Context: an optimization exercise on an open-source flow, tuned for small area. The choices shown serve that exercise and are no tape-out recipe.
Where RTL was checked, it was by simulation tests only, not by an equivalence proof against the original.
The RTL of run 1 was laid out without a check of its function.

==> flow/design.v (outline; a module is shown in full before it is edited, if it fits) <==
// module processing_element: 963 lines
// module pe_fa: 4 lines
// module pe_ha: 4 lines
// module pe_inv16: 3 lines
module processing_element (
    input clk, reset,
    input [15:0] in_a, in_b,
    output reg [15:0] out_a, out_b,
    output reg [31:0] acc
);
  // ...
==> flow/flow/run.sh <==
#!/bin/bash
# Standard ORFS layout, with smaller port buffers, synthesis buffers removed
# at floorplan, and a clock tree of small buffers without dummy loads.
set -euo pipefail
export BUFFER_PORTS_ARGS="-buffer_cell sky130_fd_sc_hd__buf_1"
export REMOVE_ABC_BUFFERS=1
export CTS_ARGS="-sink_clustering_enable -repair_clock_nets -dont_use_dummy_load -buf_list sky130_fd_sc_hd__clkbuf_8"
bash standard.sh > flow_make.log 2>&1
==> flow/standard.sh <==
#!/bin/bash
# synth_recipe.tcl (not shown) runs the flow's synth.tcl, then flattens the netlist and writes it again
# the make line also repeats each setting of config.mk as NAME=value (left out here)
make -C /OpenROAD-flow-scripts/flow DESIGN_CONFIG=/design/flow/config.mk WORK_HOME=/design/flow/orfs CLKGATE_MAP_FILE= SYNTH_SCRIPT=/design/flow/synth_recipe.tcl "${@:-finish}"
==> flow/config.mk <==
export PLATFORM = sky130hd
export DESIGN_NAME = processing_element
export DESIGN_NICKNAME = processing_element
export VERILOG_FILES = /design/flow/design.v
export SDC_FILE = /design/flow/constraint.sdc
export NUM_CORES = 4
export LEC_CHECK = 0
export CAP_MARGIN = 0
export CORE_MARGIN = 2
export CORE_UTILIZATION = 40
export GPL_TIMING_DRIVEN = 0
export SLEW_MARGIN = 0
export SYNTH_HIERARCHICAL = 1
==> flow/constraint.sdc <==
create_clock -name core_clock -period 8.0 [get_ports {clk}]
set_input_delay 1.6000 -clock core_clock [delete_from_list [all_inputs] [get_ports {clk}]]
set_output_delay 1.6000 -clock core_clock [all_outputs]
set_load 0.01 [all_outputs]
==> flow_summary_export.csv, run 1 <==
group,metric,value,unit
drt,first_iter_violations,332,
worst_setup_path,rrSetupSlack,1.99,ns
worst_setup_path,cp.arrival,7.80,ns
floorplanning,die_w,152,microns
clocking,clockBufferDepth,2,
min_path,min_path_cells,1,
drt,vias_per_cell,5.31,
worst_setup_path,path_delay_family,"adder cells",
layout,clkCellAreaFrac,0.0132,
synth,synth_top_cells_by_count,"nor2_1 (265), fa_1 (233), clkbuf_1 (64), dfrtp_1 (64), inv_1 (40)",
global_routing,grt_usage,0.212,
layout,buffers,97,
clocking,cts_buffers,9,
layout,clock_buffers,9,
job,max_cap_violations,0,
layout,multi_input_area,0.00679,sq mm
placed_design,dp_slack,0.0756,ns
drt,routed_wl,22700,microns
layout,non_clock_buffer_area_share,0.0388,
synth,synthSimpleGateAreaFrac,0.130,
timing,rsz0062_at_grt,"no",
placed_design,port_buffers,97,
worst_setup_path,crit_end,"acc[30]$_DFF_PP0_",
clocking,cts.sinks,64,
clocking,htree_levels,3,
synth,ys_ff_latch,64,
floorplanning,fp.dieArea,0.0232,sq mm
global_routing,busiest_layer,"met2",
drt,ant_nets,0,
timing,final.setup_skew,0.0147,ns
drt,dr.max_layer_used,"met4",
layout,layoutNonFillerInstCount,1113,
synth,synthMuxAreaShare,0.00228,
run_status,status,"timing/DRC/antenna clean",
global_routing,grt_start_max_net_pins,65,
==> run 2, diff against run 1 <==
--- a/flow/design.v
+++ b/flow/design.v
@@ -754,22 +754,22 @@
   wire s488, c489;
   pe_fa u_s488 (.a(c424), .b(s425), .c(c487), .s(s488), .co(c489));
   wire s490, c491;
   pe_fa u_s490 (.a(c426), .b(s427), .c(c489), .s(s490), .co(c491));
   wire s492, c493;
   pe_fa u_s492 (.a(c428), .b(s429), .c(c491), .s(s492), .co(c493));
   wire s494, c495;
   pe_fa u_s494 (.a(c430), .b(s431), .c(c493), .s(s494), .co(c495));
-  wire s496, c497;
-  pe_fa u_s496 (.a(c432), .b(s433), .c(c495), .s(s496), .co(c497));
-  wire s498, c499;
-  pe_fa u_s498 (.a(c434), .b(s435), .c(c497), .s(s498), .co(c499));
-  wire s500, c501;
-  pe_fa u_s500 (.a(c436), .b(s437), .c(c499), .s(s500), .co(c501));
+  wire g496, p497;
+  pe_ha u_p497 (.a(c432), .b(s433), .s(p497), .co(g496));
+  wire g498, p499;
+  pe_ha u_p499 (.a(c434), .b(s435), .s(p499), .co(g498));
+  wire g500, p501;
+  pe_ha u_p501 (.a(c436), .b(s437), .s(p501), .co(g500));
   wire g502, p503;
   pe_ha u_p503 (.a(c438), .b(s439), .s(p503), .co(g502));
   wire g504, p505;
   pe_ha u_p505 (.a(c440), .b(s441), .s(p505), .co(g504));
   wire g506, p507;
   pe_ha u_p507 (.a(c442), .b(s443), .s(p507), .co(g506));
   wire g508, p509;
   pe_ha u_p509 (.a(c444), .b(s445), .s(p509), .co(g508));
@@ -802,161 +802,181 @@
   wire g536, p537;
   pe_ha u_p537 (.a(c472), .b(s473), .s(p537), .co(g536));
   wire g538, p539;
   pe_ha u_p539 (.a(c474), .b(s475), .s(p539), .co(g538));
   wire g540, p541;
   pe_ha u_p541 (.a(c476), .b(s477), .s(p541), .co(g540));
   wire g542, p543;
   pe_ha u_p543 (.a(c478), .b(s479), .s(p543), .co(g542));
-  wire G544 = g504 | (p505 & g502);
-  wire P545 = p505 & p503;
-  wire G546 = g508 | (p509 & g506);
-  wire P547 = p509 & p507;
-  wire G548 = g512 | (p513 & g510);
-  wire P549 = p513 & p511;
-  wire G550 = g516 | (p517 & g514);
-  wire P551 = p517 & p515;
-  wire G552 = g520 | (p521 & g518);
-  wire P553 = p521 & p519;
-  wire G554 = g524 | (p525 & g522);
-  wire P555 = p525 & p523;
-  wire G556 = g528 | (p529 & g526);
-  wire P557 = p529 & p527;
-  wire G558 = g532 | (p533 & g530);
-  wire P559 = p533 & p531;
-  wire G560 = g536 | (p537 & g534);
-  wire P561 = p537 & p535;
-  wire G562 = g540 | (p541 & g538);
-  wire P563 = p541 & p539;
-  wire G564 = G546 | (P547 & G544);
-  wire P565 = P547 & P545;
-  wire G566 = G550 | (P551 & G548);
-  wire P567 = P551 & P549;
-  wire G568 = G554 | (P555 & G552);
-  wire P569 = P555 & P553;
-  wire G570 = G558 | (P559 & G556);
-  wire P571 = P559 & P557;
-  wire G572 = G562 | (P563 & G560);
-  wire P573 = P563 & P561;
-  wire G574 = G566 | (P567 & G564);
-  wire P575 = P567 & P565;
-  wire G576 = G570 | (P571 & G568);
-  wire P577 = P571 & P569;
-  wire G578 = G576 | (P577 & G574);
-  wire P579 = P577 & P575;
-  wire G580 = G568 | (P569 & G574);
-  wire P581 = P569 & P575;
-  wire G582 = G572 | (P573 & G578);
-  wire P583 = P573 & P579;
-  wire G584 = G548 | (P549 & G564);
-  wire P585 = P549 & P565;
-  wire G586 = G552 | (P553 & G574);
-  wire P587 = P553 & P575;
-  wire G588 = G556 | (P557 & G580);
-  wire P589 = P557 & P581;
-  wire G590 = G560 | (P561 & G578);
-  wire P591 = P561 & P579;
-  wire G592 = g506 | (p507 & G544);
-  wire P593 = p507 & P545;
-  wire G594 = g510 | (p511 & G564);
-  wire P595 = p511 & P565;
-  wire G596 = g514 | (p515 & G584);
-  wire P597 = p515 & P585;
-  wire G598 = g518 | (p519 & G574);
-  wire P599 = p519 & P575;
-  wire G600 = g522 | (p523 & G586);
-  wire P601 = p523 & P587;
-  wire G602 = g526 | (p527 & G580);
-  wire P603 = p527 & P581;
-  wire G604 = g530 | (p531 & G588);
-  wire P605 = p531 & P589;
-  wire G606 = g534 | (p535 & G578);
-  wire P607 = p535 & P579;
-  wire G608 = g538 | (p539 & G590);
-  wire P609 = p539 & P591;
-  wire G610 = g542 | (p543 & G582);
-  wire P611 = p543 & P583;
-  wire G612 = g502 | (p503 & c501);
-  wire G613 = G544 | (P545 & c501);
-  wire G614 = G592 | (P593 & c501);
-  wire G615 = G564 | (P565 & c501);
-  wire G616 = G594 | (P595 & c501);
-  wire G617 = G584 | (P585 & c501);
-  wire G618 = G596 | (P597 & c501);
-  wire G619 = G574 | (P575 & c501);
-  wire G620 = G598 | (P599 & c501);
-  wire G621 = G586 | (P587 & c501);
-  wire G622 = G600 | (P601 & c501);
-  wire G623 = G580 | (P581 & c501);
-  wire G624 = G602 | (P603 & c501);
-  wire G625 = G588 | (P589 & c501);
-  wire G626 = G604 | (P605 & c501);
-  wire G627 = G578 | (P579 & c501);
-  wire G628 = G606 | (P607 & c501);
-  wire G629 = G590 | (P591 & c501);
-  wire G630 = G608 | (P609 & c501);
-  wire G631 = G582 | (P583 & c501);
-  wire G632 = G610 | (P611 & c501);
-  wire o633 = p503 ^ c501;
-  wire o634 = p505 ^ G612;
-  wire o635 = p507 ^ G613;
-  wire o636 = p509 ^ G614;
-  wire o637 = p511 ^ G615;
-  wire o638 = p513 ^ G616;
-  wire o639 = p515 ^ G617;
-  wire o640 = p517 ^ G618;
-  wire o641 = p519 ^ G619;
-  wire o642 = p521 ^ G620;
-  wire o643 = p523 ^ G621;
-  wire o644 = p525 ^ G622;
-  wire o645 = p527 ^ G623;
-  wire o646 = p529 ^ G624;
-  wire o647 = p531 ^ G625;
-  wire o648 = p533 ^ G626;
-  wire o649 = p535 ^ G627;
-  wire o650 = p537 ^ G628;
-  wire o651 = p539 ^ G629;
-  wire o652 = p541 ^ G630;
-  wire o653 = p543 ^ G631;
-  wire s654;
-  assign s654 = s481 ^ G632;
+  wire G544 = g498 | (p499 & g496);
+  wire P545 = p499 & p497;
+  wire G546 = g502 | (p503 & g500);
+  wire P547 = p503 & p501;
+  wire G548 = g506 | (p507 & g504);
+  wire P549 = p507 & p505;
+  wire G550 = g510 | (p511 & g508);
+  wire P551 = p511 & p509;
+  wire G552 = g514 | (p515 & g512);
+  wire P553 = p515 & p513;
+  wire G554 = g518 | (p519 & g516);
+  wire P555 = p519 & p517;
+  wire G556 = g522 | (p523 & g520);
+  wire P557 = p523 & p521;
+  wire G558 = g526 | (p527 & g524);
+  wire P559 = p527 & p525;
+  wire G560 = g530 | (p531 & g528);
+  wire P561 = p531 & p529;
+  wire G562 = g534 | (p535 & g532);
+  wire P563 = p535 & p533;
+  wire G564 = g538 | (p539 & g536);
+  wire P565 = p539 & p537;
+  wire G566 = g542 | (p543 & g540);
+  wire P567 = p543 & p541;
+  wire G568 = G546 | (P547 & G544);
+  wire P569 = P547 & P545;
+  wire G570 = G550 | (P551 & G548);
+  wire P571 = P551 & P549;
+  wire G572 = G554 | (P555 & G552);
+  wire P573 = P555 & P553;
+  wire G574 = G558 | (P559 & G556);
+  wire P575 = P559 & P557;
+  wire G576 = G562 | (P563 & G560);
+  wire P577 = P563 & P561;
+  wire G578 = G566 | (P567 & G564);
+  wire P579 = P567 & P565;
+  wire G580 = G570 | (P571 & G568);
+  wire P581 = P571 & P569;
+  wire G582 = G574 | (P575 & G572);
+  wire P583 = P575 & P573;
+  wire G584 = G578 | (P579 & G576);
+  wire P585 = P579 & P577;
+  wire G586 = G582 | (P583 & G580);
+  wire P587 = P583 & P581;
+  wire G588 = G584 | (P585 & G586);
+  wire P589 = P585 & P587;
+  wire G590 = G572 | (P573 & G580);
+  wire P591 = P573 & P581;
+  wire G592 = G576 | (P577 & G586);
+  wire P593 = P577 & P587;
+  wire G594 = G548 | (P549 & G568);
+  wire P595 = P549 & P569;
+  wire G596 = G552 | (P553 & G580);
+  wire P597 = P553 & P581;
+  wire G598 = G556 | (P557 & G590);
+  wire P599 = P557 & P591;
+  wire G600 = G560 | (P561 & G586);
+  wire P601 = P561 & P587;
+  wire G602 = G564 | (P565 & G592);
+  wire P603 = P565 & P593;
+  wire G604 = g500 | (p501 & G544);
+  wire P605 = p501 & P545;
+  wire G606 = g504 | (p505 & G568);
+  wire P607 = p505 & P569;
+  wire G608 = g508 | (p509 & G594);
+  wire P609 = p509 & P595;
+  wire G610 = g512 | (p513 & G580);
+  wire P611 = p513 & P581;
+  wire G612 = g516 | (p517 & G596);
+  wire P613 = p517 & P597;
+  wire G614 = g520 | (p521 & G590);
+  wire P615 = p521 & P591;
+  wire G616 = g524 | (p525 & G598);
+  wire P617 = p525 & P599;
+  wire G618 = g528 | (p529 & G586);
+  wire P619 = p529 & P587;
+  wire G620 = g532 | (p533 & G600);
+  wire P621 = p533 & P601;
+  wire G622 = g536 | (p537 & G592);
+  wire P623 = p537 & P593;
+  wire G624 = g540 | (p541 & G602);
+  wire P625 = p541 & P603;
+  wire G626 = g496 | (p497 & c495);
+  wire G627 = G544 | (P545 & c495);
+  wire G628 = G604 | (P605 & c495);
+  wire G629 = G568 | (P569 & c495);
+  wire G630 = G606 | (P607 & c495);
+  wire G631 = G594 | (P595 & c495);
+  wire G632 = G608 | (P609 & c495);
+  wire G633 = G580 | (P581 & c495);
+  wire G634 = G610 | (P611 & c495);
+  wire G635 = G596 | (P597 & c495);
+  wire G636 = G612 | (P613 & c495);
+  wire G637 = G590 | (P591 & c495);
+  wire G638 = G614 | (P615 & c495);
+  wire G639 = G598 | (P599 & c495);
+  wire G640 = G616 | (P617 & c495);
+  wire G641 = G586 | (P587 & c495);
+  wire G642 = G618 | (P619 & c495);
+  wire G643 = G600 | (P601 & c495);
+  wire G644 = G620 | (P621 & c495);
+  wire G645 = G592 | (P593 & c495);
+  wire G646 = G622 | (P623 & c495);
+  wire G647 = G602 | (P603 & c495);
+  wire G648 = G624 | (P625 & c495);
+  wire G649 = G588 | (P589 & c495);
+  wire o650 = p497 ^ c495;
+  wire o651 = p499 ^ G626;
+  wire o652 = p501 ^ G627;
+  wire o653 = p503 ^ G628;
+  wire o654 = p505 ^ G629;
+  wire o655 = p507 ^ G630;
+  wire o656 = p509 ^ G631;
+  wire o657 = p511 ^ G632;
+  wire o658 = p513 ^ G633;
+  wire o659 = p515 ^ G634;
+  wire o660 = p517 ^ G635;
+  wire o661 = p519 ^ G636;
+  wire o662 = p521 ^ G637;
+  wire o663 = p523 ^ G638;
+  wire o664 = p525 ^ G639;
+  wire o665 = p527 ^ G640;
+  wire o666 = p529 ^ G641;
+  wire o667 = p531 ^ G642;
+  wire o668 = p533 ^ G643;
+  wire o669 = p535 ^ G644;
+  wire o670 = p537 ^ G645;
+  wire o671 = p539 ^ G646;
+  wire o672 = p541 ^ G647;
+  wire o673 = p543 ^ G648;
+  wire s674;
+  assign s674 = s481 ^ G649;
   wire [31:0] nxt;
   assign nxt[0] = s482;
   assign nxt[1] = s484;
   assign nxt[2] = s486;
   assign nxt[3] = s488;
   assign nxt[4] = s490;
   assign nxt[5] = s492;
   assign nxt[6] = s494;
-  assign nxt[7] = s496;
-  assign nxt[8] = s498;
-  assign nxt[9] = s500;
-  assign nxt[10] = o633;
-  assign nxt[11] = o634;
-  assign nxt[12] = o635;
-  assign nxt[13] = o636;
-  assign nxt[14] = o637;
-  assign nxt[15] = o638;
-  assign nxt[16] = o639;
-  assign nxt[17] = o640;
-  assign nxt[18] = o641;
-  assign nxt[19] = o642;
-  assign nxt[20] = o643;
-  assign nxt[21] = o644;
-  assign nxt[22] = o645;
-  assign nxt[23] = o646;
-  assign nxt[24] = o647;
-  assign nxt[25] = o648;
-  assign nxt[26] = o649;
-  assign nxt[27] = o650;
-  assign nxt[28] = o651;
-  assign nxt[29] = o652;
-  assign nxt[30] = o653;
-  assign nxt[31] = s654;
+  assign nxt[7] = o650;
+  assign nxt[8] = o651;
+  assign nxt[9] = o652;
+  assign nxt[10] = o653;
+  assign nxt[11] = o654;
+  assign nxt[12] = o655;
+  assign nxt[13] = o656;
+  assign nxt[14] = o657;
+  assign nxt[15] = o658;
+  assign nxt[16] = o659;
+  assign nxt[17] = o660;
+  assign nxt[18] = o661;
+  assign nxt[19] = o662;
+  assign nxt[20] = o663;
+  assign nxt[21] = o664;
+  assign nxt[22] = o665;
+  assign nxt[23] = o666;
+  assign nxt[24] = o667;
+  assign nxt[25] = o668;
+  assign nxt[26] = o669;
+  assign nxt[27] = o670;
+  assign nxt[28] = o671;
+  assign nxt[29] = o672;
+  assign nxt[30] = o673;
+  assign nxt[31] = s674;
   always @(posedge clk or posedge reset) begin
     if (reset) begin
       acc <= 32'b0; out_a <= 16'b0; out_b <= 16'b0;
     end else begin
       acc <= nxt;
       out_a <= in_a; out_b <= in_b;
     end
   end
==> flow/config.mk (replaced) <==
export PLATFORM = sky130hd
export DESIGN_NAME = processing_element
export DESIGN_NICKNAME = processing_element
export VERILOG_FILES = /design/flow/design.v
export SDC_FILE = /design/flow/constraint.sdc
export NUM_CORES = 4
export LEC_CHECK = 0
export ABC_AREA = 1
export CAP_MARGIN = 0
export CORE_MARGIN = 2
export CORE_UTILIZATION = 40
export GPL_TIMING_DRIVEN = 0
export SLEW_MARGIN = 0
export SYNTH_HIERARCHICAL = 1
==> run 2 against run 1 <==
Net effect: highest routed layer unchanged; register-to-register slack better by 1.1 ns; clock-buffer cell count did not move; worst setup slack gained 1.0 ns; first-iteration DRC count grew 9.0%; critical path type unchanged.
==> flow_summary_export.csv, run 2 <==
group,metric,value,unit
clocking,cts-root-buf,"clkbuf_8",
clocking,cts_tree,"built",
synth,synth_area_leaders,"fa_1 (52%), dfrtp_1 (18%), nor2_1 (11%)",
layout,largest_register_ffs,32,
synth,synth.distinct_cells,28,
drt,routed_wl,22600,microns
layout,n_antenna_cell,0,
drt,vias_per_cell,5.23,
floorplanning,die_w,153,microns
layout,mostFrequentLayoutCells,"nor2_1 (264), fa_1 (230), buf_1 (97), dfrtp_1 (64), inv_1 (55)",
clocking,hold_buffers,0,
worst_setup_path,cp-start-kind,"primary input",
layout,fill_cells,2128,
synth,ys_seq_area_frac,0.180,
timing,period_share,0.817,
drt,ant_nets,0,
synth,syn_area,0.00889,sq mm
clocking,ctsResizeCount,0,
min_path,hold_class,"reg2reg",
synth,ys.flop_type,"dfrtp_1",
timing,max_freq,153,MHz
timing,setup_violations,0,
placed_design,place_congestion,0.806,
placed_design,dpl.hpwl,16800,microns
synth,synth_top_cells_by_count,"nor2_1 (264), fa_1 (230), clkbuf_1 (64), dfrtp_1 (64), inv_1 (56)",
layout,regMostFlops,"acc",
timing,whs,0.510,ns
global_routing,grt_pass1_vias,6601,
worst_setup_path,cp.arrival,6.78,ns
floorplanning,initial_core_util,0.407,
worst_setup_path,end_kind,"flip-flop",
global_routing,grt_pass1_wl,37400,microns
layout,nNetsFinal,1190,
run_status,status,"timing/DRC/antenna clean",
timing,slew_headroom,0.443,
synth,async_flop_share,1.00,
worst_setup_path,worstSetupPathType,"in2reg",
clocking,insertion_delay,0.37,ns
synth,synth-edff-count,0,
synth,syn_avg_cell_area,10.6,sq um
worst_setup_path,crit_required,8.24,ns
synth,synth.most_common_cell,"nor2_1",
synth,ys_ff_latch,64,
timing,hold_violations,0,
timing,fin_crit,6.54,ns
floorplanning,die-height,153,microns
clocking,cts_buffers,9,
clocking,clockBufferDepth,2,
clocking,cts.clk_slew.worst_paths,0.07,ns
timing,final.setup_skew,0.0178,ns
drt,wl_per_cell,19.5,microns
timing,drv_slew,0,
drt,num_vias,6073,
drt,drc,0,
layout,top_regs,"acc (32), out_a (16), out_b (16)",
synth,synth_cells,840,
synth,yosysWarnings,7,
timing,rsz0062_at_grt,"no",
placed_design,port_buffers,97,
synth,yosysTopAreaCell,"fa_1",
synth,synth_top_area_share,0.518,
drt,drt_first_pass_iters,4,
timing,fin_tns_setup,0,ns
clocking,cts_setup_buffers,0,
clocking,htree_levels,3,
global_routing,antenna_found_initial,0,
worst_setup_path,crit_fanout,16,
floorplanning,pin_count,98,
job,max_cap_violations,0,
global_routing,overflow,0,
floorplanning,core_area,0.0218,sq mm
layout,final_common_cell,"nor2_1",
floorplanning,num_rows,54,
clocking,cts.sinks,64,
layout,area_growth,6.75,%
timing,tightest_slew,0.834,ns
drt,first_iter_violations,362,
layout,drive_above_1_share,0.0363,
global_routing,grt_start_max_net_pins,65,
global_routing,grt_usage,0.212,
floorplanning,fp.dieArea,0.0234,sq mm
## run 2: metal layers
layer | global-route usage | up-vias | part of all wire
li1 | - | 2571 | -
met1 | 0.274 | 3200 | 0.39
met2 | 0.349 | 253 | 0.50
met3 | 0.0505 | 49 | 0.070
met4 | 0.0776 | 0 | 0.033
met5 | 0 | - | 0
## run 2: path summary, 6_finish.rpt
path | startpoint | to | slack [ns] | cells after the start
min reg2reg | acc[0]$_DFF_PP0_ | acc[0]$_DFF_PP0_ | 0.51 | 1
min | acc[0]$_DFF_PP0_ | acc[0]$_DFF_PP0_ | 0.51 | 1
max | in_a[10] | acc[30]$_DFF_PP0_ | 1.46 | 22
max reg2reg | acc[15]$_DFF_PP0_ | acc[30]$_DFF_PP0_ | 3.09 | 19
min in group asynchronous | reset | acc[0]$_DFF_PP0_ | 1.38 | 2
max in group asynchronous | reset | acc[30]$_DFF_PP0_ | 6.05 | 2
## run 2: worst max-delay path, stage by stage
cell and delay, ns:
buf_1 0.08, inv_1 0.60, nor2_1 0.14, fa_1 0.48, fa_1 0.55, fa_1 0.43, fa_1 0.41, fa_1 0.51
fa_1 0.41, ha_1 0.33, nand2_1 0.14, inv_1 0.06, nand2_1 0.06, nand2_1 0.09, a21oi_2 0.23, nand3_2 0.16
nand2_2 0.10, nand2_4 0.06, nand2_2 0.05, nand2_2 0.06, a21oi_1 0.14, nor2_1 0.06
## run 2: kinds of logic after synthesis
| group | Yosys count | share of synthesized area |
|---|---|---|
| flip-flops | 64 | 0.180 |
| XOR/XNOR | 23 | 0.0227 |
| adder cells (fa/ha/maj) | 272 | 0.577 |
| AO/OA/AOI/OAI | 25 | 0.0173 |
| buffers and inverters | 121 | 0.0511 |
| AND/OR/NAND/NOR | 335 | 0.152 |
## run 2: through the flow
step | instance area, sq um | std cells | util | worst slack (ns)
floorplan | 8650 | 776 | - | 1.93
global placement | 9370 | 1153 | 0.429 | 1.12
detailed placement | 9370 | 1153 | 0.429 | 1.11
CTS | 9490 | 1162 | 0.435 | 1.50
global route | 9490 | 1162 | 0.435 | 1.23
finish | 9490 | 1162 | 0.435 | 1.46
## run 2: cell type report
cell class                 instances  area (sq um)  area share
clock buffer                       9           124      0.0130
tap                              280           350      0.0369
inverter                          57           216      0.0228
multi-input combinational        655          6840       0.720
timing repair buffer              97           364      0.0384
sequential                        64          1600       0.169
## run 2: Yosys stat by module, one instance, submodules excluded
module | cells inside | area [sq um] | flops+latches | copies in the design
pe_fa | 1 | 20.0 | 0 | 230
pe_ha | 1 | 12.5 | 0 | 41
pe_inv16 | 16 | 60.1 | 0 | 2
processing_element | 537 | 3650 | 64 | 1
==> run 3, diff against run 2 <==
--- a/flow/flow/run.sh
+++ b/flow/flow/run.sh
@@ -5,4 +5,5 @@
 export BUFFER_PORTS_ARGS="-buffer_cell sky130_fd_sc_hd__buf_1"
 export REMOVE_ABC_BUFFERS=1
+export RECOVER_POWER=100
 export CTS_ARGS="-sink_clustering_enable -repair_clock_nets -dont_use_dummy_load -buf_list sky130_fd_sc_hd__clkbuf_8"
 bash standard.sh > flow_make.log 2>&1
--- a/flow/config.mk
+++ b/flow/config.mk
@@ -6,5 +6,4 @@
 export NUM_CORES = 4
 export LEC_CHECK = 0
-export ABC_AREA = 1
 export CAP_MARGIN = 0
 export CORE_MARGIN = 2
==> run 3 against run 2 <==
Net effect: now fails the layout checks on max-capacitance violations, max-slew violations; area after synthesis is 2.2% lower; register-to-register slack worse by 0.62 ns; first-iteration DRC count is 28% lower; critical endpoint is now acc[31]$_DFF_PP0_; highest routed layer unchanged.
==> flow_summary_export.csv, run 3 <==
group,metric,value,unit
layout,drive_above_1_share,0.0143,
synth,synth.most_common_cell,"nor2_1",
worst_setup_path,max_stage_delay,0.57,ns
clocking,cts-root-buf,"clkbuf_8",
worst_setup_path,r2r_cells,15,
clocking,cts_setup_buffers,0,
clocking,htree_levels,3,
clocking,clockBufferDepth,2,
worst_setup_path,crit_fanout,16,
min_path,hold_class,"reg2reg",
layout,regMostFlops,"acc",
synth,yosysWarnings,7,
global_routing,grt_pass1_vias,6564,
clocking,cts_buffers,9,
worst_setup_path,cp-start-kind,"primary input",
worst_setup_path,critPathSlowestCell,"fa_1",
min_path,whs_endpoint,"acc[0]$_DFF_PP0_",
worst_setup_path,path_buf_inv,2,
floorplanning,fp.dieArea,0.0229,sq mm
clocking,cts.clk_slew.worst_paths,0.08,ns
floorplanning,pin_count,98,
synth,ys_seq_area_frac,0.184,
clocking,ctsResizeCount,0,
layout,area_growth,6.60,%
global_routing,antenna_found_initial,0,
clocking,insertion_delay,0.38,ns
global_routing,grt_usage,0.219,
synth,synth_area_leaders,"fa_1 (53%), dfrtp_1 (18%), nor2_1 (12%)",
timing,rsz0062_at_grt,"no",
layout,fill_cells,2016,
layout,layoutNonFillerInstCount,1113,
clocking,cts.sinks,64,
layout,design_area,0.00927,sq mm
drt,first_iter_violations,260,
timing,setup_violations,0,
layout,top_regs,"acc (32), out_a (16), out_b (16)",
worst_setup_path,crit_required,8.28,ns
timing,drv_slew,65,
run_status,status,"complete, but fails checks",
global_routing,overflow,0,
timing,max_freq,140,MHz
floorplanning,initial_core_util,0.411,
layout,n_antenna_cell,0,
timing,whs,0.526,ns
placed_design,port_buffers,97,
layout,largest_register_ffs,32,
synth,syn_avg_cell_area,10.9,sq um
min_path,hp-start,"acc[0]$_DFF_PP0_",
floorplanning,die-height,151,microns
synth,async_flop_share,1.00,
worst_setup_path,end_kind,"flip-flop",
drt,drt_first_pass_iters,4,
placed_design,dpl.hpwl,16500,microns
layout,final_common_cell,"nor2_1",
timing,final.setup_skew,0.0160,ns
synth,ys.flop_type,"dfrtp_1",
worst_setup_path,worstSetupPathType,"in2reg",
synth,synth_cells,796,
synth,synth_top_cells_by_count,"nor2_1 (279), fa_1 (230), clkbuf_1 (64), dfrtp_1 (64), ha_1 (42)",
worst_setup_path,crit_chain,"buf_1 > inv_1 > nor2_1 > fa_1 > fa_1 > fa_1 > fa_1 > fa_1 > fa_1 > ha_1 > nand4_1 > nor4_1 > o31ai_1 > a21oi_1 > nor2_1 > o31a_1 > a21oi_1 > xnor2_1",
synth,synth_top_area_share,0.529,
job,max_cap_violations,1,
worst_setup_path,regToRegStartpoint,"acc[14]$_DFF_PP0_",
worst_setup_path,rrSetupSlack,2.47,ns
worst_setup_path,path_delay_family,"adder cells",
timing,period_share,0.894,
synth,ys_ff_latch,64,
placed_design,place_congestion,0.823,
global_routing,grt_pass1_wl,36400,microns
floorplanning,die_w,151,microns
placed_design,placed_area,0.00917,sq mm
timing,fin_tns_setup,0,ns
timing,fin_crit,7.15,ns
timing,worst_slack,0.848,ns
timing,hold_violations,0,
floorplanning,core_area,0.0212,sq mm
synth,yosysTopAreaCell,"fa_1",
min_path,min_path_cells,1,
drt,wl_per_cell,20.2,microns
timing,tightest_slew,2.94,ns
worst_setup_path,reg2reg_to,"acc[29]$_DFF_PP0_",
placed_design,dp_slack,0.511,ns
drt,ant_nets,0,
layout,post-route-util,0.438,
synth,synth.distinct_cells,30,
drt,vias_per_cell,5.28,
drt,routed_wl,22400,microns
run_status,failed_checks,"max-capacitance violations, max-slew violations",
floorplanning,num_rows,53,
drt,num_vias,5879,
global_routing,grt_start_max_net_pins,65,
drt,drc,0,
layout,mostFrequentLayoutCells,"nor2_1 (279), fa_1 (230), buf_1 (97), dfrtp_1 (64), ha_1 (42)",
clocking,cts_tree,"built",
synth,synth-edff-count,0,
placed_design,place_inst,1104,
layout,nNetsFinal,1146,
worst_setup_path,cp.arrival,7.44,ns
synth,syn_area,0.00870,sq mm
worst_setup_path,cp_common_cell,"fa_1",
clocking,hold_buffers,0,
timing,slew_headroom,-0.968,
-- run 3: changes by cell type after synthesis, moves of 3 or more --
| cell | change |
|---|---|
| o21ai_0 | +3 |
| xor2_1 | -10 |
| inv_1 | -21 |
| nand2_1 | -36 |
| nor2_1 | +15 |
| nor2_4 | -3 |
| nor2b_1 | +3 |
| nand4_1 | +3 |
| o21a_1 | +7 |
| nand3_1 | -7 |
| nand2_2 | -9 |
| a21oi_1 | -7 |
| nor3_1 | +10 |
-- run 3: worst register-to-register path: cells and delay by family (launching register included) --
kind | cells | cell delay [ns]
and+or+nand+nor | 3 | 0.54
DFF | 1 | 0.46
xor gates and xnor gates | 1 | 0.14
adders and majority gates | 7 | 3.11
AOI/OAI and AO/OA | 4 | 1.20
-- run 3: worst max path at each step --
stage	cells past startpoint	endpoint	slack, ns	from
floorplan	16	acc[24]$_DFF_PP0_	1.52	in_b[12]
global placement	17	acc[24]$_DFF_PP0_	0.51	in_b[12]
detailed placement	17	acc[24]$_DFF_PP0_	0.51	in_b[11]
CTS	18	acc[29]$_DFF_PP0_	0.87	in_b[11]
global route	18	acc[31]$_DFF_PP0_	0.45	in_b[7]
finish	18	acc[31]$_DFF_PP0_	0.85	in_b[5]
-- run 3: modules after synthesis (local to each module, per instance) --
| module | cell area (sq um) | cells | times used |
|---|---|---|---|
| pe_inv16 | 60.1 | 16 | 2 |
| pe_ha | 12.5 | 1 | 41 |
| processing_element | 3460 | 493 | 1 |
| pe_fa | 20.0 | 1 | 230 |
-- run 3: routing by layer --
layer	vias up	global-route usage	routed length (microns)
met3	45	0.0401	1440
met2	235	0.369	11300
met5	-	0	0
met1	3095	0.281	9010
li1	2504	-	-
met4	0	0.0836	699
-- run 3: kinds of logic after synthesis --
| family | Yosys count | share of synthesized area |
|---|---|---|
| simple gates | 308 | 0.139 |
| fa+ha+maj | 272 | 0.590 |
| buf+inv | 99 | 0.0427 |
| flops | 64 | 0.184 |
| compound gates | 38 | 0.0295 |
| xor+xnor | 15 | 0.0151 |
-- run 3: layout make-up --
class	instances	area (sq um)	share of cell area
flip-flops and latches	64	1600	0.173
repair buffers	97	364	0.0393
clock buffers	9	124	0.0134
well taps	275	344	0.0371
multi-input cells	633	6700	0.723
inverters	35	133	0.0143
==> run 4, diff against run 3 <==
--- a/flow/flow/run.sh
+++ b/flow/flow/run.sh
@@ -5,5 +5,4 @@
 export BUFFER_PORTS_ARGS="-buffer_cell sky130_fd_sc_hd__buf_1"
 export REMOVE_ABC_BUFFERS=1
-export RECOVER_POWER=100
 export CTS_ARGS="-sink_clustering_enable -repair_clock_nets -dont_use_dummy_load -buf_list sky130_fd_sc_hd__clkbuf_8"
 bash standard.sh > flow_make.log 2>&1
==> run 4 against run 3 <==
Net effect: the run now finishes clean; hold slack about the same; clock skew about the same; final cell count is the same; highest routed layer unchanged; final area rose by 0.22%; critical path depth shrank 1; clock-buffer cell count unchanged; sequential cell count is the same; non-clock buffer count did not move; critical endpoint is now acc[24]$_DFF_PP0_.
==> flow_summary_export.csv, run 4 <==
group,metric,value,unit
run_status,status,"timing/DRC/antenna clean",
clocking,cts_buffers,9,
global_routing,grt_usage,0.219,
layout,top_regs,"acc (32), out_a (16), out_b (16)",
synth,syn_avg_cell_area,10.9,sq um
synth,synthSimpleGateAreaFrac,0.139,
min_path,hold_class,"reg2reg",
synth,synth_top_area_share,0.529,
timing,rsz0062_at_grt,"no",
placed_design,place_congestion,0.823,
clocking,ctsResizeCount,0,
timing,fin_tns_setup,0,ns
global_routing,grt_pass1_vias,6564,
synth,yosysTopAreaCell,"fa_1",
layout,drive_above_1_share,0.0191,
layout,final_common_cell,"nor2_1",
clocking,cts.sinks,64,
clocking,clockBufferDepth,2,
synth,synth_compound_area_frac,0.0295,
synth,synth_top_cells_by_count,"nor2_1 (279), fa_1 (230), clkbuf_1 (64), dfrtp_1 (64), ha_1 (42)",
synth,ys_seq_area_frac,0.184,
global_routing,overflow,0,
timing,hold_violations,0,
synth,synthAdderAreaFrac,0.590,
synth,synth.distinct_cells,30,
drt,drc,0,
drt,first_iter_violations,293,
placed_design,dp_slack,0.511,ns
floorplanning,fp.dieArea,0.0229,sq mm
clocking,insertion_delay,0.38,ns
synth,synth_area_leaders,"fa_1 (53%), dfrtp_1 (18%), nor2_1 (12%)",
timing,setup_violations,0,
timing,max_freq,140,MHz
drt,wl_per_cell,20.2,microns
timing,drv_slew,0,
floorplanning,initial_core_util,0.411,
placed_design,port_buffers,97,
synth,ys_ff_latch,64,
floorplanning,die-height,151,microns
drt,vias_per_cell,5.28,
worst_setup_path,crit_fanout,16,
synth,synth-edff-count,0,
job,max_cap_violations,0,
clocking,cts-root-buf,"clkbuf_8",
synth,ys.flop_type,"dfrtp_1",
placed_design,dpl.hpwl,16500,microns
worst_setup_path,end_kind,"flip-flop",
layout,layoutNonFillerInstCount,1113,
drt,num_vias,5873,
timing,slew_headroom,0.451,
worst_setup_path,worstSetupPathType,"in2reg",
layout,n_antenna_cell,0,
timing,tightest_slew,0.824,ns
synth,synth.most_common_cell,"nor2_1",
timing,fin_crit,7.14,ns
layout,area_growth,6.83,%
clocking,hold_buffers,0,
synth,yosysWarnings,7,
synth,synth_cells,796,
layout,mostFrequentLayoutCells,"nor2_1 (279), fa_1 (230), buf_1 (97), dfrtp_1 (64), ha_1 (42)",
layout,regMostFlops,"acc",
worst_setup_path,cp-start-kind,"primary input",
drt,drt_first_pass_iters,5,
synth,async_flop_share,1.00,
drt,ant_nets,0,
timing,period_share,0.893,
floorplanning,core_area,0.0212,sq mm
layout,largest_register_ffs,32,
placed_design,place_inst,1104,
synth,syn_area,0.00870,sq mm
clocking,cts_setup_buffers,0,
global_routing,grt_pass1_wl,36400,microns
timing,worst_slack,0.857,ns
synth,synthXorXnorAreaFrac,0.0151,
clocking,cts.clk_slew.worst_paths,0.08,ns
layout,nNetsFinal,1146,
floorplanning,die_w,151,microns
floorplanning,pin_count,98,
layout,design_area,0.00929,sq mm
drt,routed_wl,22400,microns
placed_design,placed_area,0.00917,sq mm
clocking,cts_tree,"built",
worst_setup_path,crit_required,8.25,ns
synth,synth_top_family_by_area,"adder cells",
global_routing,antenna_found_initial,0,
clocking,htree_levels,3,
floorplanning,num_rows,53,
timing,final.setup_skew,0.0158,ns
worst_setup_path,cp.arrival,7.39,ns
global_routing,grt_start_max_net_pins,65,
synth,synthMuxAreaShare,0,
-- run 4: metrics by stage --
stage / utilization / hold WS, ns
global placement: 0.433 / 0.497
CTS: 0.439 / 0.528
global route: 0.439 / 0.542
detailed placement: 0.433 / 0.510
floorplan: - / 0.532
finish: 0.439 / 0.526
-- run 4: path summary, 6_finish.rpt --
| kind | startpoint | endpoint | depth (start not counted) | slack (ns) |
|---|---|---|---|---|
| setup / recovery | in_b[7] | acc[24]$_DFF_PP0_ | 17 | 0.86 |
| max in group asynchronous | reset | acc[27]$_DFF_PP0_ | 2 | 6.07 |
| hold reg to reg | acc[0]$_DFF_PP0_ | acc[0]$_DFF_PP0_ | 1 | 0.53 |
| setup reg to reg | acc[14]$_DFF_PP0_ | acc[24]$_DFF_PP0_ | 14 | 2.47 |
| hold / removal | acc[0]$_DFF_PP0_ | acc[0]$_DFF_PP0_ | 1 | 0.53 |
| min in group asynchronous | reset | acc[2]$_DFF_PP0_ | 2 | 1.38 |
-- run 4: area by class of cell --
type,instances,area [sq um]
sequential,64,1600
clock buffer,9,124
inverter,35,134
multi-input combinational,633,6720
tap,275,344
fill,2014,11900
timing repair buffer,97,364
-- run 4: critical path, stage by stage --
cell and delay, ns:
buf_1 0.08, inv_1 0.57, nor2_1 0.16, fa_1 0.48, fa_1 0.53, fa_1 0.43, fa_1 0.40, fa_1 0.51
fa_1 0.44, ha_1 0.35, a211oi_1 0.25, nor2_1 0.09, o31ai_1 0.55, nand2_1 0.24, a41oi_1 0.38, nor2b_1 0.08
o31a_1 0.24
-- run 4: logic make-up (layout without fill, tap and decap cells) --
logic type | after synthesis | count (layout)
xor gates and xnor gates | 15 | 15
buffers and inverters | 99 | 141
adders and majority gates | 272 | 272
DFF | 64 | 64
AOI/OAI and AO/OA | 38 | 38
and+or+nand+nor | 308 | 308
-- run 4: per-module statistics from Yosys, one instance, submodules excluded --
| module | copies in the design | flip-flops and latches | cells inside | cell area, sq um |
|---|---|---|---|---|
| pe_fa | 230 | 0 | 1 | 20.0 |
| pe_ha | 41 | 0 | 1 | 12.5 |
| pe_inv16 | 2 | 0 | 16 | 60.1 |
| processing_element | 1 | 64 | 493 | 3460 |
-- run 4: layer usage --
layer	global-route usage	up-vias	routed length, microns
met5	0	-	0
met4	0.0836	0	714
met3	0.0401	44	1570
met2	0.369	254	11300
met1	0.281	3072	8890
li1	-	2503	-
==> run 5, diff against run 4 <==
==> flow/flow/run.sh (replaced) <==
#!/bin/bash
# Standard ORFS layout, with smaller port buffers, synthesis buffers removed
# at floorplan, and a clock tree of small buffers without dummy loads.
set -euo pipefail
export BUFFER_PORTS_ARGS="-buffer_cell sky130_fd_sc_hd__buf_1"
export REMOVE_ABC_BUFFERS=1
export CTS_ARGS="-sink_clustering_enable -repair_clock_nets -dont_use_dummy_load -root_buf sky130_fd_sc_hd__clkbuf_8 -buf_list sky130_fd_sc_hd__clkbuf_4 -sink_clustering_size 6"
bash standard.sh > flow_make.log 2>&1
==> run 5 against run 4 <==
Net effect: still clean on timing, DRC and antenna; clock skew is the same; first-iteration DRC count is the same; register-to-register slack hardly changed; sequential cell count is the same; synthesized cell count unchanged; die area stayed put; area after synthesis is the same; final cell count unchanged; clock-buffer cell count unchanged; via count did not move.
==> flow_summary_export.csv, run 5 <==
group,metric,value,unit
timing,tightest_slew,0.824,ns
synth,synth.most_common_cell,"nor2_1",
clocking,cts_buffers,9,
synth,synth_top_area_share,0.529,
timing,hold_violations,0,
drt,wl_per_cell,20.2,microns
timing,setup_violations,0,
placed_design,place_inst,1104,
worst_setup_path,cp_common_cell,"fa_1",
timing,period_share,0.893,
synth,async_flop_share,1.00,
worst_setup_path,max_stage_delay,0.57,ns
drt,routed_wl,22400,microns
worst_setup_path,end_kind,"flip-flop",
global_routing,antenna_found_initial,0,
layout,mostFrequentLayoutCells,"nor2_1 (279), fa_1 (230), buf_1 (97), dfrtp_1 (64), ha_1 (42)",
clocking,htree_levels,3,
floorplanning,pin_count,98,
layout,nNetsFinal,1146,
synth,ys_ff_latch,64,
clocking,insertion_delay,0.38,ns
timing,fin_tns_setup,0,ns
worst_setup_path,crit_fanout,16,
clocking,cts_tree,"built",
clocking,cts_setup_buffers,0,
floorplanning,fp.dieArea,0.0229,sq mm
placed_design,port_buffers,97,
placed_design,place_congestion,0.823,
clocking,cts.sinks,64,
synth,synth-edff-count,0,
drt,vias_per_cell,5.28,
worst_setup_path,crit_chain,"buf_1 > inv_1 > nor2_1 > fa_1 > fa_1 > fa_1 > fa_1 > fa_1 > fa_1 > ha_1 > a211oi_1 > nor2_1 > o31ai_1 > nand2_1 > a41oi_1 > nor2b_1 > o31a_1",
drt,num_vias,5873,
worst_setup_path,crit_required,8.25,ns
job,max_cap_violations,0,
layout,area_growth,6.83,%
floorplanning,initial_core_util,0.411,
synth,syn_avg_cell_area,10.9,sq um
floorplanning,die_w,151,microns
synth,synth_area_leaders,"fa_1 (53%), dfrtp_1 (18%), nor2_1 (12%)",
global_routing,grt_start_max_net_pins,65,
worst_setup_path,worstSetupPathType,"in2reg",
clocking,cts-root-buf,"clkbuf_8",
layout,largest_register_ffs,32,
synth,synth.distinct_cells,30,
layout,design_area,0.00929,sq mm
floorplanning,core_area,0.0212,sq mm
synth,yosysWarnings,7,
drt,drc,0,
floorplanning,num_rows,53,
synth,ys.flop_type,"dfrtp_1",
timing,whs,0.526,ns
layout,n_antenna_cell,0,
synth,synth_cells,796,
timing,max_freq,140,MHz
global_routing,overflow,0,
drt,first_iter_violations,293,
run_status,status,"timing/DRC/antenna clean",
layout,regMostFlops,"acc",
synth,syn_area,0.00870,sq mm
timing,fin_crit,7.14,ns
synth,ys_seq_area_frac,0.184,
timing,rsz0062_at_grt,"no",
min_path,hold_class,"reg2reg",
layout,layoutNonFillerInstCount,1113,
timing,drv_slew,0,
drt,ant_nets,0,
clocking,hold_buffers,0,
layout,final_common_cell,"nor2_1",
drt,drt_first_pass_iters,5,
floorplanning,die-height,151,microns
timing,slew_headroom,0.451,
global_routing,grt_pass1_wl,36400,microns
placed_design,placed_area,0.00917,sq mm
clocking,cts.clk_slew.worst_paths,0.08,ns
clocking,clockBufferDepth,2,
synth,yosysTopAreaCell,"fa_1",
synth,synth_top_cells_by_count,"nor2_1 (279), fa_1 (230), clkbuf_1 (64), dfrtp_1 (64), ha_1 (42)",
worst_setup_path,critPathSlowestCell,"inv_1",
worst_setup_path,cp-start-kind,"primary input",
layout,drive_above_1_share,0.0191,
worst_setup_path,cp.arrival,7.39,ns
global_routing,grt_usage,0.219,
global_routing,grt_pass1_vias,6564,
timing,final.setup_skew,0.0158,ns
clocking,ctsResizeCount,0,
placed_design,dpl.hpwl,16500,microns
layout,top_regs,"acc (32), out_a (16), out_b (16)",
==> run 5: area by class of cell <==
cell class | count | area, sq um
fill | 2014 | 11900
multi-input combinational | 633 | 6720
sequential | 64 | 1600
timing repair buffer | 97 | 364
tap | 275 | 344
inverter | 35 | 134
clock buffer | 9 | 124
==> run 5: worst paths after layout <==
kind	startpoint	to	slack (ns)	cells past startpoint
setup / recovery	in_b[7]	acc[24]$_DFF_PP0_	0.86	17
hold / removal	acc[0]$_DFF_PP0_	acc[0]$_DFF_PP0_	0.53	1
setup reg to reg	acc[14]$_DFF_PP0_	acc[24]$_DFF_PP0_	2.47	14
hold reg to reg	acc[0]$_DFF_PP0_	acc[0]$_DFF_PP0_	0.53	1
max in group asynchronous	reset	acc[27]$_DFF_PP0_	6.07	2
min in group asynchronous	reset	acc[2]$_DFF_PP0_	1.38	2
==> run 5: logic make-up after synthesis <==
logic type | Yosys count | share of synthesized area
simple gates | 308 | 0.139
compound gates | 38 | 0.0295
xor+xnor | 15 | 0.0151
buf+inv | 99 | 0.0427
flops | 64 | 0.184
fa+ha+maj | 272 | 0.590
==> run 5: stage by stage <==
step / utilization / setup slack (ns)
2_1_floorplan: - / 1.52
3_3_place_gp: 0.433 / 0.511
3_5_place_dp: 0.433 / 0.511
4_1_cts: 0.439 / 0.868
5_1_grt: 0.439 / 0.581
6_report: 0.439 / 0.857
==> run 5: critical path: cells and delay by family <==
| family | cells | cell delay (ns) |
|---|---|---|
| compound gates | 4 | 1.42 |
| buf+inv | 2 | 0.65 |
| fa+ha+maj | 7 | 3.14 |
| simple gates | 4 | 0.57 |
==> run 5: per-module statistics from Yosys, one instance, submodules excluded <==
module,area [sq um],flip-flops and latches,cells inside,copies in the design
pe_fa,20.0,0,1,230
pe_ha,12.5,0,1,41
pe_inv16,60.1,0,16,2
processing_element,3460,64,493,1
==> run 5: layer usage <==
layer  vias up  GRT usage  routed length [microns]
met5         -          0                        0
met4         0     0.0836                      714
met3        44     0.0401                     1570
met2       254      0.369                    11300
met1      3072      0.281                     8890
li1       2503          -                        -
==> run 6, diff against run 5 <==
==> flow/flow/run.sh (replaced) <==
#!/bin/bash
# Standard ORFS layout, with smaller port buffers, synthesis buffers removed
# at floorplan, and a clock tree of small buffers without dummy loads.
set -euo pipefail
export BUFFER_PORTS_ARGS="-buffer_cell sky130_fd_sc_hd__buf_1"
export REMOVE_ABC_BUFFERS=1
export CTS_ARGS="-sink_clustering_enable -repair_clock_nets -dont_use_dummy_load -root_buf sky130_fd_sc_hd__clkbuf_16 -buf_list sky130_fd_sc_hd__clkbuf_16 -sink_clustering_size 64 -sink_clustering_max_diameter 400 -balance_levels"
bash standard.sh > flow_make.log 2>&1
==> run 6 against run 5 <==
Net effect: worst setup slack worse by 0.066 ns; critical path type unchanged; sequential cell count stayed put; sequential share of layout area is 0.19 points lower; still clean on timing, DRC and antenna.
==> flow_summary_export.csv, run 6 <==
group,metric,value,unit
placed_design,dp_slack,0.511,ns
worst_setup_path,reg2reg_to,"acc[24]$_DFF_PP0_",
min_path,min_path_cells,1,
layout,regMostFlops,"acc",
min_path,hp-start,"acc[0]$_DFF_PP0_",
drt,wl_per_cell,20.2,microns
synth,yosysTopAreaCell,"fa_1",
synth,synth-edff-count,0,
floorplanning,initial_core_util,0.411,
timing,slew_headroom,0.448,
layout,nNetsFinal,1146,
timing,rsz0062_at_grt,"no",
layout,top_regs,"acc (32), out_a (16), out_b (16)",
global_routing,antenna_found_initial,0,
synth,yosysWarnings,7,
timing,setup_violations,0,
timing,tightest_slew,0.829,ns
timing,hold_violations,0,
placed_design,port_buffers,97,
placed_design,place_congestion,0.823,
synth,ys.flop_type,"dfrtp_1",
worst_setup_path,r2r_cells,14,
timing,period_share,0.901,
drt,vias_per_cell,5.28,
floorplanning,core_area,0.0212,sq mm
drt,first_iter_violations,334,
drt,drc,0,
layout,area_growth,8.00,%
clocking,hold_buffers,0,
synth,ys_ff_latch,64,
synth,synth.most_common_cell,"nor2_1",
floorplanning,die-height,151,microns
layout,final_common_cell,"nor2_1",
synth,synth_top_area_share,0.529,
timing,drv_slew,0,
synth,synth_cells,796,
worst_setup_path,regToRegStartpoint,"acc[14]$_DFF_PP0_",
timing,fin_tns_setup,0,ns
synth,syn_avg_cell_area,10.9,sq um
synth,synth_top_cells_by_count,"nor2_1 (279), fa_1 (230), clkbuf_1 (64), dfrtp_1 (64), ha_1 (42)",
layout,largest_register_ffs,32,
clocking,ctsResizeCount,0,
synth,synth.distinct_cells,30,
synth,ys_seq_area_frac,0.184,
placed_design,dpl.hpwl,16500,microns
clocking,cts.clk_slew.worst_paths,0.06,ns
clocking,cts.sinks,64,
floorplanning,pin_count,98,
run_status,status,"timing/DRC/antenna clean",
worst_setup_path,crit_required,8.22,ns
timing,worst_slack,0.792,ns
worst_setup_path,cp.arrival,7.43,ns
drt,drt_first_pass_iters,5,
global_routing,grt_start_max_net_pins,65,
clocking,htree_levels,3,
global_routing,overflow,0,
clocking,cts_buffers,9,
global_routing,grt_pass1_wl,36500,microns
clocking,cts-root-buf,"clkbuf_16",
floorplanning,fp.dieArea,0.0229,sq mm
floorplanning,num_rows,53,
timing,max_freq,139,MHz
synth,syn_area,0.00870,sq mm
worst_setup_path,rrSetupSlack,2.45,ns
layout,post-route-util,0.444,
clocking,clockBufferDepth,2,
timing,fin_crit,7.21,ns
global_routing,grt_pass1_vias,6589,
clocking,cts_tree,"built",
drt,num_vias,5882,
layout,layoutNonFillerInstCount,1113,
worst_setup_path,end_kind,"flip-flop",
worst_setup_path,cp-start-kind,"primary input",
timing,final.setup_skew,0.0113,ns
drt,routed_wl,22500,microns
global_routing,grt_usage,0.219,
layout,mostFrequentLayoutCells,"nor2_1 (279), fa_1 (230), buf_1 (97), dfrtp_1 (64), ha_1 (42)",
worst_setup_path,crit_fanout,16,
clocking,insertion_delay,0.35,ns
worst_setup_path,worstSetupPathType,"in2reg",
synth,synth_area_leaders,"fa_1 (53%), dfrtp_1 (18%), nor2_1 (12%)",
clocking,cts_setup_buffers,0,
job,max_cap_violations,0,
synth,async_flop_share,1.00,
layout,drive_above_1_share,0.0191,
min_path,hold_class,"reg2reg",
min_path,whs_endpoint,"acc[0]$_DFF_PP0_",
drt,ant_nets,0,
layout,n_antenna_cell,0,
placed_design,place_inst,1104,
floorplanning,die_w,151,microns
[run 6: cell counts after synthesis]
No cell type changed its count.
[run 6: layout make-up]
cell class / instances / area [sq um]
fill: 2005 / 11800
multi-input combinational: 633 / 6720
sequential: 64 / 1600
timing repair buffer: 97 / 364
tap: 275 / 344
clock buffer: 9 / 225
inverter: 35 / 134
[run 6: kinds of logic after synthesis]
| family | count (synthesis) | share of synthesized area |
|---|---|---|
| flip-flops | 64 | 0.184 |
| adder cells (fa/ha/maj) | 272 | 0.590 |
| AO/OA/AOI/OAI | 38 | 0.0295 |
| buffers and inverters | 99 | 0.0427 |
| XOR/XNOR | 15 | 0.0151 |
| AND/OR/NAND/NOR | 308 | 0.139 |
[run 6: through the flow]
step | area [sq um] | hold WS [ns]
after global placement | 9160 | 0.497
after detailed placement | 9170 | 0.510
final | 9390 | 0.521
after floorplan | 8460 | 0.532
after CTS | 9390 | 0.523
after global routing | 9390 | 0.536
[run 6: modules after synthesis (local to each module, per instance)]
module | cells inside | copies in the design | area [sq um]
pe_ha | 1 | 41 | 12.5
pe_inv16 | 16 | 2 | 60.1
pe_fa | 1 | 230 | 20.0
processing_element | 493 | 1 | 3460
[run 6: worst max-delay path, cell delays in order]
cell and delay (ns):
buf_1 0.08, inv_1 0.58, nor2_1 0.16, fa_1 0.48, fa_1 0.53, fa_1 0.43
fa_1 0.40, fa_1 0.51, fa_1 0.44, ha_1 0.35, a211oi_1 0.25, nor2_1 0.09
o31ai_1 0.56, nand2_1 0.24, a41oi_1 0.39, nor2b_1 0.08, o31a_1 0.24
[run 6: layer usage]
metal / part of all wire / track usage / vias to the layer above
met5: 0 / 0 / -
met4: 0.028 / 0.0822 / 0
met3: 0.065 / 0.0404 / 42
met2: 0.51 / 0.373 / 260
met1: 0.40 / 0.279 / 3075
li1: - / - / 2505
[run 6: worst max path at each step]
stage / from / slack [ns] / cells past startpoint / endpoint
5_1_grt: in_b[7] / 0.55 / 17 / acc[24]$_DFF_PP0_
3_5_place_dp: in_b[11] / 0.51 / 17 / acc[24]$_DFF_PP0_
6_report: in_b[7] / 0.79 / 17 / acc[24]$_DFF_PP0_
2_1_floorplan: in_b[12] / 1.52 / 16 / acc[24]$_DFF_PP0_
3_3_place_gp: in_b[12] / 0.51 / 17 / acc[24]$_DFF_PP0_
4_1_cts: in_b[11] / 0.83 / 18 / acc[29]$_DFF_PP0_
==> run 7, diff against run 6 <==
==> flow/flow/run.sh (replaced) <==
#!/bin/bash
# Standard ORFS layout, with smaller port buffers, synthesis buffers removed
# at floorplan, and a clock tree of small buffers without dummy loads.
set -euo pipefail
export BUFFER_PORTS_ARGS="-buffer_cell sky130_fd_sc_hd__buf_1"
export REMOVE_ABC_BUFFERS=1
export CTS_ARGS="-sink_clustering_enable -repair_clock_nets -dont_use_dummy_load -buf_list sky130_fd_sc_hd__clkbuf_4 -sink_clustering_size 8 -sink_clustering_max_diameter 60"
bash standard.sh > flow_make.log 2>&1
==> run 7 against run 6 <==
Net effect: still clean; area after synthesis unchanged; sequential cell count stayed put; wire length is 0.49% lower; sequential share of layout area is 0.29 points higher; worst setup slack better by 0.067 ns; global-route usage decreased by 0.064 points; first-iteration DRC count rose by 4.2%; die area unchanged; non-clock buffer count did not move; hold slack improved by 0.015 ns; critical endpoint unchanged; highest routed layer unchanged.
==> flow_summary_export.csv, run 7 <==
group,metric,value,unit
synth,ys_seq_area_frac,0.184,
clocking,cts-root-buf,"clkbuf_4",
drt,wl_per_cell,20.1,microns
layout,top_regs,"acc (32), out_a (16), out_b (16)",
placed_design,placed_area,0.00917,sq mm
synth,ys.flop_type,"dfrtp_1",
worst_setup_path,worstSetupPathType,"in2reg",
worst_setup_path,cp.arrival,7.47,ns
timing,period_share,0.893,
clocking,cts.clk_slew.worst_paths,0.12,ns
synth,yosysTopAreaCell,"fa_1",
layout,mostFrequentLayoutCells,"nor2_1 (279), fa_1 (230), buf_1 (97), dfrtp_1 (64), ha_1 (42)",
clocking,htree_levels,3,
placed_design,place_congestion,0.823,
synth,synthMuxAreaShare,0,
timing,max_freq,140,MHz
timing,fin_crit,7.14,ns
synth,synth_top_family_by_area,"adder cells",
drt,vias_per_cell,5.27,
layout,regMostFlops,"acc",
synth,synth.distinct_cells,30,
clocking,insertion_delay,0.46,ns
timing,setup_violations,0,
min_path,hp-start,"acc[0]$_DFF_PP0_",
worst_setup_path,crit_required,8.33,ns
floorplanning,core_area,0.0212,sq mm
layout,drive_above_1_share,0.0191,
clocking,clockBufferDepth,2,
worst_setup_path,r2r_cells,14,
min_path,hold_class,"reg2reg",
timing,hold_violations,0,
clocking,cts.sinks,64,
placed_design,port_buffers,97,
min_path,min_path_cells,1,
floorplanning,initial_core_util,0.411,
synth,syn_avg_cell_area,10.9,sq um
timing,final.setup_skew,0.0256,ns
drt,ant_nets,0,
global_routing,grt_pass1_wl,36500,microns
global_routing,overflow,0,
timing,slew_headroom,0.443,
layout,nNetsFinal,1146,
floorplanning,num_rows,53,
worst_setup_path,cp-start-kind,"primary input",
layout,post-route-util,0.437,
clocking,cts_buffers,9,
clocking,hold_buffers,0,
floorplanning,die_w,151,microns
layout,design_area,0.00924,sq mm
layout,final_common_cell,"nor2_1",
worst_setup_path,regToRegStartpoint,"acc[14]$_DFF_PP0_",
clocking,cts_tree,"built",
synth,synth_top_cells_by_count,"nor2_1 (279), fa_1 (230), clkbuf_1 (64), dfrtp_1 (64), ha_1 (42)",
layout,area_growth,6.22,%
synth,synthXorXnorAreaFrac,0.0151,
floorplanning,pin_count,98,
synth,synthSimpleGateAreaFrac,0.139,
synth,synth_area_leaders,"fa_1 (53%), dfrtp_1 (18%), nor2_1 (12%)",
global_routing,grt_usage,0.219,
drt,drt_first_pass_iters,5,
floorplanning,die-height,151,microns
clocking,ctsResizeCount,0,
worst_setup_path,startpoint,"in_b[7]",
worst_setup_path,end_kind,"flip-flop",
synth,syn_area,0.00870,sq mm
run_status,status,"timing/DRC/antenna clean",
global_routing,grt_pass1_vias,6565,
synth,synth_top_area_share,0.529,
synth,ys_ff_latch,64,
floorplanning,fp.dieArea,0.0229,sq mm
synth,synth_cells,796,
drt,first_iter_violations,348,
synth,synth_compound_area_frac,0.0295,
synth,synthAdderAreaFrac,0.590,
drt,drc,0,
global_routing,grt_start_max_net_pins,65,
drt,routed_wl,22400,microns
timing,rsz0062_at_grt,"no",
synth,synth.most_common_cell,"nor2_1",
synth,yosysWarnings,7,
timing,fin_tns_setup,0,ns
synth,async_flop_share,1.00,
layout,largest_register_ffs,32,
timing,tightest_slew,0.835,ns
job,max_cap_violations,0,
timing,drv_slew,0,
clocking,cts_setup_buffers,0,
layout,fill_cells,2018,
drt,num_vias,5869,
global_routing,antenna_found_initial,1,
synth,synth-edff-count,0,
placed_design,dpl.hpwl,16500,microns
worst_setup_path,crit_fanout,16,
worst_setup_path,rrSetupSlack,2.44,ns
-- run 7: Yosys stat by module (local to each module, per instance) --
| module | flip-flops and latches | area (sq um) | cells | copies in the design |
|---|---|---|---|---|
| processing_element | 64 | 3460 | 493 | 1 |
| pe_fa | 0 | 20.0 | 1 | 230 |
| pe_ha | 0 | 12.5 | 1 | 41 |
| pe_inv16 | 0 | 60.1 | 16 | 2 |
-- run 7: through the flow --
stage	setup WS, ns	cells	hold slack (ns)
floorplan	1.52	732	0.532
global placement	0.511	1104	0.497
detailed placement	0.511	1104	0.510
CTS	0.957	1113	0.539
global route	0.671	1114	0.553
finish	0.859	1114	0.537
-- run 7: metal layers --
| layer | up-vias | global-route usage | wire length, microns |
|---|---|---|---|
| met3 | 48 | 0.0407 | 1540 |
| met1 | 3053 | 0.280 | 8930 |
| li1 | 2511 | - | - |
| met2 | 257 | 0.370 | 11200 |
| met5 | - | 0 | 0 |
| met4 | 0 | 0.0818 | 729 |
-- run 7: worst paths after layout --
path | to
setup / recovery | acc[24]$_DFF_PP0_
hold / removal | acc[0]$_DFF_PP0_
setup reg to reg | acc[24]$_DFF_PP0_
hold reg to reg | acc[0]$_DFF_PP0_
max in group asynchronous | acc[22]$_DFF_PP0_
min in group asynchronous | acc[2]$_DFF_PP0_
-- run 7: cell type report --
type                       count  area (sq um)  area share
timing repair buffer          97           364      0.0394
inverter                      35           134      0.0145
sequential                    64          1600       0.173
clock buffer                   9          67.6     0.00732
tap                          275           344      0.0373
multi-input combinational    633          6720       0.728
antenna                        1          2.50    0.000271
-- run 7: critical path: stages --
cell and delay [ns]:
buf_1 0.08, inv_1 0.61, nor2_1 0.17, fa_1 0.48
fa_1 0.53, fa_1 0.43, fa_1 0.40, fa_1 0.51
fa_1 0.44, ha_1 0.35, a211oi_1 0.25, nor2_1 0.09
o31ai_1 0.56, nand2_1 0.24, a41oi_1 0.39, nor2b_1 0.08
o31a_1 0.24
-- run 7: kinds of logic after synthesis --
kind of cell    after synthesis
simple gates                308
xor+xnor                     15
fa+ha+maj                   272
buf+inv                      99
flops                        64
compound gates               38

## what the ideal ports hide
The results above use ideal ports. As a check the final layouts listed here were re-extracted and re-timed, cells and wires unchanged.
Step 1, drivers: a clkbuf_16 drives clk and a buf_2 each remaining input, both assumed.
Step 2 adds t to the input delays and takes it off the output delays; t is the mean of the earliest and latest rising clock arrival at the registers after step 1. Input paths then give back, and output paths get back, about the clock's delay inside the block.
Three values: ideal, step 1, step 2; two values: the first two.
run	shift t [ns]	slack for setup (ns)	slew at the worst register clock pin (ns)
run 1	0.407	0.452 / 0.463 / 0.056	0.08 / 0.08
run 2	0.408	1.464 / 1.487 / 1.079	0.08 / 0.08
run 3	0.408	0.848 / 0.867 / 0.458	0.08 / 0.08
run 4	0.410	0.857 / 0.875 / 0.465	0.08 / 0.08
run 5	0.410	0.857 / 0.875 / 0.465	0.08 / 0.08
run 6	0.385	0.792 / 0.813 / 0.428	0.06 / 0.06
run 7	0.486	0.859 / 0.877 / 0.391	0.12 / 0.12
For run 7, which loses most, drivers alone change the setup slack by +0.018 ns; drivers and shift together by -0.468 ns.
